Background: an optimization exercise with open tools, aiming at small area. Do not read the settings as production practice.
Only simulation tests tie the RTL to the original design; equivalence was not proved.
Power and IR drop assume default switching activity.

## run.sh

```bash
#!/bin/bash
# synth_recipe.tcl (not shown) runs the flow's synth.tcl, then flattens the netlist and writes it again
# the make line also repeats each setting of config.mk as NAME=value (left out here)
make -C /OpenROAD-flow-scripts/flow DESIGN_CONFIG=/design/flow/config.mk WORK_HOME=/design/flow/orfs CLKGATE_MAP_FILE= SYNTH_SCRIPT=/design/flow/synth_recipe.tcl finish
```

## config.mk

```make
export PLATFORM = sky130hd
export DESIGN_NAME = nback_top
export DESIGN_NICKNAME = nback_top
export VERILOG_FILES = /design/flow/design.v
export SDC_FILE = /design/flow/constraint.sdc
export NUM_CORES = 4
export LEC_CHECK = 0
export CAP_MARGIN = 20
export CORE_MARGIN = 2
export CORE_UTILIZATION = 40
export SLEW_MARGIN = 20
```

## constraint.sdc

```tcl
create_clock -name core_clock -period 5.0 [get_ports {clk_50_mhz_i}]
set_input_delay 1.0000 -clock core_clock [delete_from_list [all_inputs] [get_ports {clk_50_mhz_i}]]
set_output_delay 1.0000 -clock core_clock [all_outputs]
set_load 0.01 [all_outputs]
```

## design.v

```verilog
module debouncer #(
  parameter DB_CNT_W = 20
)(
  input  logic clk_i,
  input  logic s_rst_i,
  input  logic pin_i,
  output logic pin_state_o
);
logic [2:0] pin_d;
always_ff @( posedge clk_i )
  begin
    pin_d[0] <= pin_i;
    pin_d[1] <= pin_d[0];
    pin_d[2] <= pin_d[1];
  end
logic [DB_CNT_W-1:0] db_counter;
logic                pin_differ;
logic                db_counter_max;
assign db_counter_max = ( &db_counter );
assign pin_differ = pin_d[2] ^ pin_d[1];
always_ff @( posedge clk_i )
  if( s_rst_i )
    db_counter <= '0;
  else
    begin
      if( db_counter_max || pin_differ )
        db_counter <= '0;
      else
        db_counter <= db_counter + (DB_CNT_W)'(1);
    end
always_ff @( posedge clk_i )
  if( s_rst_i )
    pin_state_o <= 1'b0;
  else
    if( db_counter_max )
      pin_state_o <= pin_d[2];
endmodule
module posedge_detector (
  input  clk_i,
  input  d_i,
  output posedge_stb_o
);
logic d_delay;
always_ff @( posedge clk_i )
  d_delay <= d_i;
assign posedge_stb_o = d_i && !d_delay;
endmodule
module lfsr_9bit(
  input  logic clk_i,
  input  logic s_rst_i,
  input  logic ack_i,
  output logic prbs_o
);
parameter WIDTH = 9;
parameter TAP1  = WIDTH-1;
parameter TAP2  = 4;
logic [WIDTH-1:0] prbs_state;
always_ff @( posedge clk_i )
  if( s_rst_i )
    prbs_state <= (WIDTH)'(1);
  else
    begin
      if( ack_i )
        begin
          prbs_state[0]         <= prbs_state[TAP1] ^ prbs_state[TAP2];
          prbs_state[WIDTH-1:1] <= prbs_state[WIDTH-2:0];
        end
    end
assign prbs_o = prbs_state[0];
endmodule
module nback_logic #(
  parameter N                        = 3,
  parameter SYMBOL_W                 = 7,
  parameter SYMBOL_DURATION_HW_TICKS = 3000,
  parameter PAUSE_DURATINON_HW_TICKS = 500
)(
  input  logic                clk_i,
  input  logic                s_rst_i,
  input  logic                answer_stb_i,
  input  logic                prbs_i,
  output logic                prbs_ack_o,
  output logic [SYMBOL_W-1:0] current_symbol_o,
  output logic                user_in_game_o,
  output logic                user_win_nlost_o
);
localparam PAUSE_CNT_W  = $clog2(PAUSE_DURATINON_HW_TICKS);
localparam SYMBOL_CNT_W = $clog2( SYMBOL_W );
localparam SYMBOL_DUR_W = $clog2(SYMBOL_DURATION_HW_TICKS);
logic [PAUSE_CNT_W-1:0]   pause_cnt;
logic                     pause_done;
logic [SYMBOL_W-1:0]      collected_symbol;
logic [SYMBOL_CNT_W-1:0]  symbol_cnt;
logic                     symbol_collected;
logic [SYMBOL_W-1:0]      next_symbol;
logic [N:0][SYMBOL_W-1:0] symbols_queue;
logic [$clog2(N+1):0]     symbols_queue_size;
logic [SYMBOL_DUR_W-1:0]  symbol_pause_cnt;
logic                     symbol_pause_done;
enum logic [2:0] {
  IDLE_S,
  PAUSE_S,
  COLLECT_PRBS_S,
  REPLACE_SYMBOL_S,
  SHIFT_SYMBOL_QUEUE_S,
  SHOW_SYNBOL_S,
  WIN_S,
  LOOSE_S
} state, next_state;
always_ff @( posedge clk_i )
  if( s_rst_i )
    state <= IDLE_S;
  else
    state <= next_state;
always_comb
  begin
    next_state = state;
    case( state )
      IDLE_S:
        begin
          if( answer_stb_i )
            next_state = PAUSE_S;
        end
      PAUSE_S:
        begin
          if( pause_done )
            next_state = COLLECT_PRBS_S;
        end
      COLLECT_PRBS_S:
        begin
          if( symbol_collected )
            next_state = REPLACE_SYMBOL_S;
        end
      REPLACE_SYMBOL_S:
        begin
          next_state = SHIFT_SYMBOL_QUEUE_S;
        end
      SHIFT_SYMBOL_QUEUE_S:
        begin
          next_state = SHOW_SYNBOL_S;
        end
      SHOW_SYNBOL_S:
        begin
          if( answer_stb_i )
            begin
              if( ( symbols_queue[0] == symbols_queue[N] ) &&
                  ( symbols_queue_size == N + 1          ) )
                next_state = WIN_S;
              else
                next_state = LOOSE_S;
            end
          if( symbol_pause_done )
            begin
              if( ( symbols_queue[0] == symbols_queue[N] ) &&
                  ( symbols_queue_size == N + 1          ) )
                next_state = LOOSE_S;
              else
                next_state = PAUSE_S;
            end
        end
      WIN_S,
      LOOSE_S:
        begin
          if( symbol_pause_done )
            next_state = IDLE_S;
        end
      default:
        begin
          next_state = IDLE_S;
        end
    endcase
  end
always_ff @( posedge clk_i )
  if( state == PAUSE_S )
    pause_cnt <= pause_cnt + (PAUSE_CNT_W)'(1);
  else
    pause_cnt <= '0;
assign pause_done = ( pause_cnt == ( PAUSE_DURATINON_HW_TICKS - 1 ) );
always_ff @( posedge clk_i )
  if( state == COLLECT_PRBS_S )
    begin
      collected_symbol[0]            <= prbs_i;
      collected_symbol[SYMBOL_W-1:1] <= collected_symbol[SYMBOL_W-2:0];
    end
assign prbs_ack_o = (state == COLLECT_PRBS_S);
always_ff @( posedge clk_i )
  if( state == COLLECT_PRBS_S )
    symbol_cnt <= symbol_cnt + (SYMBOL_CNT_W)'(1);
  else
    symbol_cnt <= '0;
assign symbol_collected = ( symbol_cnt == ( SYMBOL_W - 1 ) );
always_ff @( posedge clk_i )
  if( state == REPLACE_SYMBOL_S )
    begin
      if( ( symbols_queue_size >= N ) && ( collected_symbol[1:0] == 2'b00 ) )
        next_symbol <= symbols_queue[N-1];
      else
        next_symbol <= collected_symbol;
    end
always_ff @( posedge clk_i )
  if( s_rst_i )
    symbols_queue_size <= '0;
  else
    if( state == IDLE_S )
      symbols_queue_size <= '0;
    else
      if( state == SHIFT_SYMBOL_QUEUE_S )
        if( symbols_queue_size != N + 1 )
          symbols_queue_size <= symbols_queue_size + ($clog2(N+1)+1)'(1);
always_ff @( posedge clk_i )
  if( state == SHIFT_SYMBOL_QUEUE_S )
    begin
      symbols_queue[0]   <= next_symbol;
      symbols_queue[N:1] <= symbols_queue[N-1:0];
    end
always_ff @( posedge clk_i )
  if( state != next_state )
    symbol_pause_cnt <= '0;
  else
    begin
      if( ( state == SHOW_SYNBOL_S ) ||
          ( state == WIN_S         ) ||
          ( state == LOOSE_S       ) )
          symbol_pause_cnt <= symbol_pause_cnt + (SYMBOL_DUR_W)'(1);
    end
assign symbol_pause_done = ( symbol_pause_cnt == SYMBOL_DURATION_HW_TICKS - 1 );
always_comb
  begin
    current_symbol_o = '0;
    user_in_game_o   = 1'b0;
    user_win_nlost_o = 1'b0;
    case( state )
      IDLE_S:
        begin
          user_in_game_o   = 1'b0;
          user_win_nlost_o = 1'b0;
         end
      PAUSE_S,
      COLLECT_PRBS_S,
      REPLACE_SYMBOL_S,
      SHIFT_SYMBOL_QUEUE_S:
        begin
          user_in_game_o   = 1'b1;
          current_symbol_o = '0;
        end
      SHOW_SYNBOL_S:
        begin
          user_in_game_o   = 1'b1;
          current_symbol_o = symbols_queue[0];
        end
      WIN_S:
        begin
          user_in_game_o   = 1'b0;
          user_win_nlost_o = 1'b1;
        end
      LOOSE_S:
        begin
          user_in_game_o   = 1'b0;
          user_win_nlost_o = 1'b0;
        end
      default:
        begin
          current_symbol_o = '0;
          user_in_game_o   = 1'b0;
          user_win_nlost_o = 1'b0;
        end
    endcase
  end
endmodule
module led_driver #(
  parameter SYMBOL_W = 8,
  parameter LEDS_CNT = 8
)(
  input  logic                clk_i,
  input  logic                s_rst_i,
  input  logic [SYMBOL_W-1:0] current_symbol_i,
  input  logic                user_in_game_i,
  input  logic                user_win_nlost_i,
  output logic [LEDS_CNT-1:0] leds_o
);
localparam WIN_LOOSE_PAUSE   = 625;
localparam WIN_LOOSE_PAUSE_W = $clog2(WIN_LOOSE_PAUSE);
logic [LEDS_CNT-1:0]          leds;
logic [WIN_LOOSE_PAUSE_W-1:0] win_cnt_period;
logic [WIN_LOOSE_PAUSE_W-1:0] loose_cnt_period;
logic [LEDS_CNT-1:0] win_cnt;
logic [LEDS_CNT-1:0] loose_cnt;
always_ff @( posedge clk_i )
  begin
    if( s_rst_i )
      begin
        win_cnt_period   <= '0;
        loose_cnt_period <= '0;
      end
    else
      if( win_cnt_period == ( WIN_LOOSE_PAUSE - 1 ) )
        begin
          win_cnt_period   <= '0;
          loose_cnt_period <= '0;
        end
      else
        begin
          win_cnt_period   <= win_cnt_period   + (WIN_LOOSE_PAUSE_W)'(1);
          loose_cnt_period <= loose_cnt_period + (WIN_LOOSE_PAUSE_W)'(1);
        end
  end
always_ff @( posedge clk_i )
  begin
    if( s_rst_i )
      win_cnt <= (LEDS_CNT)'(1);
    if( win_cnt_period == ( WIN_LOOSE_PAUSE - 1 ) )
      begin
        if( win_cnt[LEDS_CNT-1] )
          begin
            win_cnt[0]            <= 1'b1;
            win_cnt[LEDS_CNT-1:1] <= '0;
          end
        else
          begin
            win_cnt[0] <= 1'b0;
            win_cnt[LEDS_CNT-1:1] <= win_cnt[LEDS_CNT-2:0];
          end
      end
  end
always_ff @( posedge clk_i )
  begin
    if( s_rst_i )
      loose_cnt <= '1;
    if( win_cnt_period == ( WIN_LOOSE_PAUSE - 1 ) )
      begin
        loose_cnt <= ~loose_cnt;
      end
  end
always_comb
  case( { user_in_game_i, user_win_nlost_i } )
    2'b11,
    2'b10:
      begin
        leds = current_symbol_i;
      end
    2'b01:
      begin
        leds = win_cnt;
      end
    2'b00:
      begin
        leds = loose_cnt;
      end
    default:
      begin
        leds = '0;
      end
  endcase
always_ff @( posedge clk_i )
  if( s_rst_i )
    leds_o <= '0;
  else
    leds_o <= leds;
endmodule
module nback_top (
  input  logic       clk_50_mhz_i,
  input  logic       key_0_i,
  input  logic       key_1_i,
  output logic [7:0] leds_o
);
logic [1:0] pin_1_d;
logic       s_rst;
logic       user_answer;
logic       user_answer_stb;
logic      key_0_inv;
logic      key_1_inv;
assign key_0_inv = !key_0_i;
assign key_1_inv = !key_1_i;
always_ff @( posedge clk_50_mhz_i )
  begin
    pin_1_d[0] <= key_1_inv;
    pin_1_d[1] <= pin_1_d[0];
  end
assign s_rst = pin_1_d[1];
debouncer #(
  .DB_CNT_W      ( 10              )
) db_inst (
  .clk_i         ( clk_50_mhz_i    ),
  .s_rst_i       ( s_rst           ),
  .pin_i         ( key_0_inv       ),
  .pin_state_o   ( user_answer     )
);
posedge_detector pd_inst(
  .clk_i         ( clk_50_mhz_i    ),
  .d_i           ( user_answer     ),
  .posedge_stb_o ( user_answer_stb )
);
logic prbs_ack;
logic prbs;
logic [7:0] current_symbol;
logic       user_in_game;
logic       user_win_nlost;
nback_logic #(
  .N                        ( 3              ),
  .SYMBOL_W                 ( 8              ),
  .SYMBOL_DURATION_HW_TICKS ( 20000          ),
  .PAUSE_DURATINON_HW_TICKS ( 20000          )
) nback_inst (
  .clk_i                    ( clk_50_mhz_i   ),
  .s_rst_i                  ( s_rst          ),
  .answer_stb_i             ( user_answer_stb ),
  .prbs_i                   ( prbs           ),
  .prbs_ack_o               ( prbs_ack       ),
  .current_symbol_o         ( current_symbol ),
  .user_in_game_o           ( user_in_game   ),
  .user_win_nlost_o         ( user_win_nlost )
);
lfsr_9bit prbs_inst(
 .clk_i   ( clk_50_mhz_i ),
 .s_rst_i ( s_rst        ),
 .ack_i   ( prbs_ack     ),
 .prbs_o  ( prbs         )
);
led_driver #(
  .SYMBOL_W         ( 8              ),
  .LEDS_CNT         ( 8              )
) leds_inst (
  .clk_i            ( clk_50_mhz_i   ),
  .s_rst_i          ( s_rst          ),
  .current_symbol_i ( current_symbol ),
  .user_in_game_i   ( user_in_game   ),
  .user_win_nlost_i ( user_win_nlost ),
  .leds_o           ( leds_o         )
);
endmodule
```

==> results_dict.tcl <==
set metrics [dict create \
    leakage_uw 0.00238 \
    min_period_ps 2370 \
    worst-path-buf-inv 1 \
    fin_crit_sh_pct 47.3 \
    synth_seq_area_share_pct 61.9 \
    ir_worst_vdd_mv 0.283 \
    synth_nets 537 \
    dr.pass1.iters 4 \
    fin_cells 729 \
    fin_ws_ps 2630 \
    synth_top_family_by_area "simple AND/OR/NAND/NOR gates" \
    drt.antenna.violating_nets 0 \
    io_pins 11 \
    synth-xor-area-share_pct 7.71 \
    start_util_pct 41.4 \
    place_hpwl_um 6770 \
    routed_wl_um 10100 \
    synth_warnings 6 \
    synth_compound_area_share_pct 5.94 \
    grt_first_pass_wirelength_um 17200 \
    numCtsBuffers 17 \
    via_per_inst 5.05 \
    slew_headroom_pct 35.4 \
    fin_nets 549 \
    globalplace.congestion 0.772 \
    grt_max_degree 33 \
    synth_flop_cell "dfxtp_1" \
    synthAdderAreaFrac_pct 2.33 \
    cts.repair.resized 0 \
    syn_to_final_growth_pct 15.6 \
    hold_depth 0 \
    cpMaxStageDelayCell "dfxtp_1" \
    die_area_mm2 0.0155 \
    cts.htree.levels 4 \
    crit_arrival_ps 2420 \
    synthCells 524 \
    synth_simple_gate_area_share_pct 17.9 \
    r2r_cells 2 \
    register_area_mm2 0.00358 \
    drive_above_1_share_pct 8.74 \
    outcome "timing/DRC/antenna clean" \
    grt_pass1_vias 3594 \
    rsz0062_at_grt "no" \
    syn_avg_cell_area_um2 11.1 \
    multi_input_area_mm2 0.00207 \
    cp_top_family "flip-flops" \
    synth_area_mm2 0.00579 \
    avgRoutedWirePerCell_um 13.9 \
    setup_viol 0 \
    fillCellCount 1258 \
    clock_sinks 147 \
    final_common_cell "dfxtp_1" \
    async_flop_share_pct 0 \
    die_x_um 124 \
    worst_pin_slew_ps 961 \
    vias 3678 \
    clock-root-buffer "clkbuf_16" \
    clockBufferDepth 2 \
    dp_slack_ps 2420 \
    synth_edf_count 64 \
    die_h_um 124 \
    clk_latency_ps 420 \
    r2r_slack_ps 2630 \
    remaining_drc_errors 0 \
    r2r-end "nback_inst.collected_symbol[1]$_DFFE_PP_" \
    hold_buffers 0 \
    grt_usage_pct 14.0 \
    cts_setup_buffers 0 \
    path_cells "nand3b_1, inv_1" \
    powerDensity_mw_per_mm2 409 \
    worstPathMaxFanout 26 \
    maxCapViolations 0 \
    fmax_mhz 422 \
    final_cell_mix "83 x dfxtp_1, 68 x nor2_1, 67 x nand2_1" \
    finalSetupTns_ps 0 \
    r2r-start "nback_inst.state[1]$_SDFF_PP0_" \
    synthMuxAreaShare_pct 1.73 \
    insertedDiodeCount 0 \
    placed_cells 697 \
    fin_skew_ps 7.28 \
    critical_path.max_stage_delay_ps 850 \
    hold_violations 0 \
    crit_type "reg2reg" \
    hold_path_class "reg2reg" \
    cts.clk_slew.worst_paths_ps 60 \
    cp.required_ps 5050 \
    io_buffers 10 \
    start_kind "register" \
    grt_overflow 0 \
    antenna_found_initial 0 \
    ys_seq_elements 147 \
    endpoint "nback_inst.collected_symbol[1]$_DFFE_PP_" \
    core_area_mm2 0.0140 \
    cts_tree "yes" \
    fin_util_pct 47.8 \
    end_kind "register" \
    worst-path-stages 2 \
    drtIter0Drc 265 \
    crit_start "nback_inst.state[1]$_SDFF_PP0_" \
    ys_types 51 \
    final-max-slew-violation-count 0 \
    rows 43 \
]
-- metrics by stage --
step	hold slack (ps)	power, uW	instance area [um2]
finish	326	2740	6690
global route	332	2850	6690
CTS	330	2770	6690
detailed placement	316	1460	6060
global placement	312	1450	6060
floorplan	310	1410	5790
-- sequential cells by signal, summed over array words and instances (netlist names), 3 cells and up --
name	count
db_inst.db_counter	10
db_inst.pin_d	3
leds_inst.leds_o	8
leds_inst.loose_cnt	8
leds_inst.win_cnt	8
leds_inst.win_cnt_period	10
nback_inst.collected_symbol	8
nback_inst.next_symbol	8
nback_inst.pause_cnt	15
nback_inst.state	3
nback_inst.symbol_cnt	3
nback_inst.symbol_pause_cnt	15
nback_inst.symbols_queue	32
nback_inst.symbols_queue_size	3
prbs_inst.prbs_state	9
-- layer usage --
layer / vias to the layer above / share of wire (%) / track usage (%)
li1: 1837 / - / -
met1: 1784 / 49 / 18.0
met2: 47 / 46 / 21.3
met3: 10 / 3.2 / 5.15
met4: 0 / 1.3 / 5.75
met5: - / 0 / 0
-- how the worst min path moves through the flow --
stage	start	endpoint	slack, ps
after floorplan	db_inst.pin_d[0]$_DFF_P_	db_inst.pin_d[1]$_DFF_P_	310
after global placement	db_inst.pin_d[0]$_DFF_P_	db_inst.pin_d[1]$_DFF_P_	310
after detailed placement	pin_1_d[0]$_DFF_P_	pin_1_d[1]$_DFF_P_	320
after CTS	pin_1_d[0]$_DFF_P_	pin_1_d[1]$_DFF_P_	330
after global routing	db_inst.pin_d[0]$_DFF_P_	db_inst.pin_d[1]$_DFF_P_	330
final	pin_1_d[0]$_DFF_P_	pin_1_d[1]$_DFF_P_	330
-- report_power, final --
group | internal (uW) | total [uW] | switching (uW)
clock | 818 | 1310 | 490
combinational | 52.7 | 113 | 59.9
sequential | 1290 | 1320 | 30.4
total | 2160 | 2740 | 580
-- cell type report --
| cell class | count | area share (%) |
|---|---|---|
| repair buffers | 12 | 1.72 |
| inverters | 19 | 1.07 |
| well taps | 180 | 3.37 |
| clock inverters | 9 | 1.27 |
| flip-flops and latches | 147 | 53.5 |
| multi-input cells | 339 | 30.9 |
| clock buffers | 23 | 8.11 |
-- worst register-to-register path: cells and delay by family, from the launching register on --
family	cells	cell delay [ps]
simple gates	1	540
flops	1	850
buf+inv	1	620
-- cells by family (layout without fill, tap and decap cells) --
group | after synthesis | in the layout
AO/OA/AOI/OAI | 51 | 51
buffers and inverters | 38 | 63
XOR/XNOR | 51 | 51
adder cells (fa/ha/maj) | 11 | 11
multiplexers | 9 | 9
AND/OR/NAND/NOR | 217 | 217
flip-flops | 147 | 147
-- Yosys cell counts (4+ instances only) --
cell       n  area, um2
a21oi_1   18       90.1
a22o_1     8       70.1
mux2_2     8       90.1
xnor2_1   26        228
dfxtp_1   83       1660
or3_1      4       25.0
or4_1      4       30.0
edfxtp_1  64       1920
a22oi_1    8       60.1
nand3_1   16       80.1
o21ai_0    4       20.0
clkbuf_1  15       56.3
ha_1      10        125
nand2_1   67        251
nor2b_1    4       25.0
xor2_1    25        219
nor2_1    68        255
nor3_1     7       35.0
and3_1     9       56.3
nand4_1   10       62.6
and2_1    10       62.6
inv_1     18       67.6

[afterwards: timing with drivers on the ports]
The flow's constraints put no driver on any port. The routed layout listed below was extracted and timed again, unchanged, in two steps.
Step 1 (the two cells are an assumption about what drives the block):
set clk [get_ports {clk_50_mhz_i}]
set_driving_cell -lib_cell sky130_fd_sc_hd__clkbuf_16 $clk
set_driving_cell -lib_cell sky130_fd_sc_hd__buf_2 [delete_from_list [all_inputs] $clk]
Step 2, shift: input delay + t, output delay - t, t = (earliest + latest rising clock arrival at the registers) / 2. This alone moves slack from input paths to output paths.
a / b / c = no drivers / after step 1 / after step 2; a / b = the first two.
shift t [ns]: 0.456
slack for setup (ns): 2.633 / 2.633 / 2.633
latest minus earliest clock arrival (ns): 0.008 / 0.008
worst register clock-pin slew, ns: 0.06 / 0.06
After both steps this run still meets setup and hold. For this run, drivers alone change the setup slack by 0.000 ns; drivers and shift together by 0.000 ns.
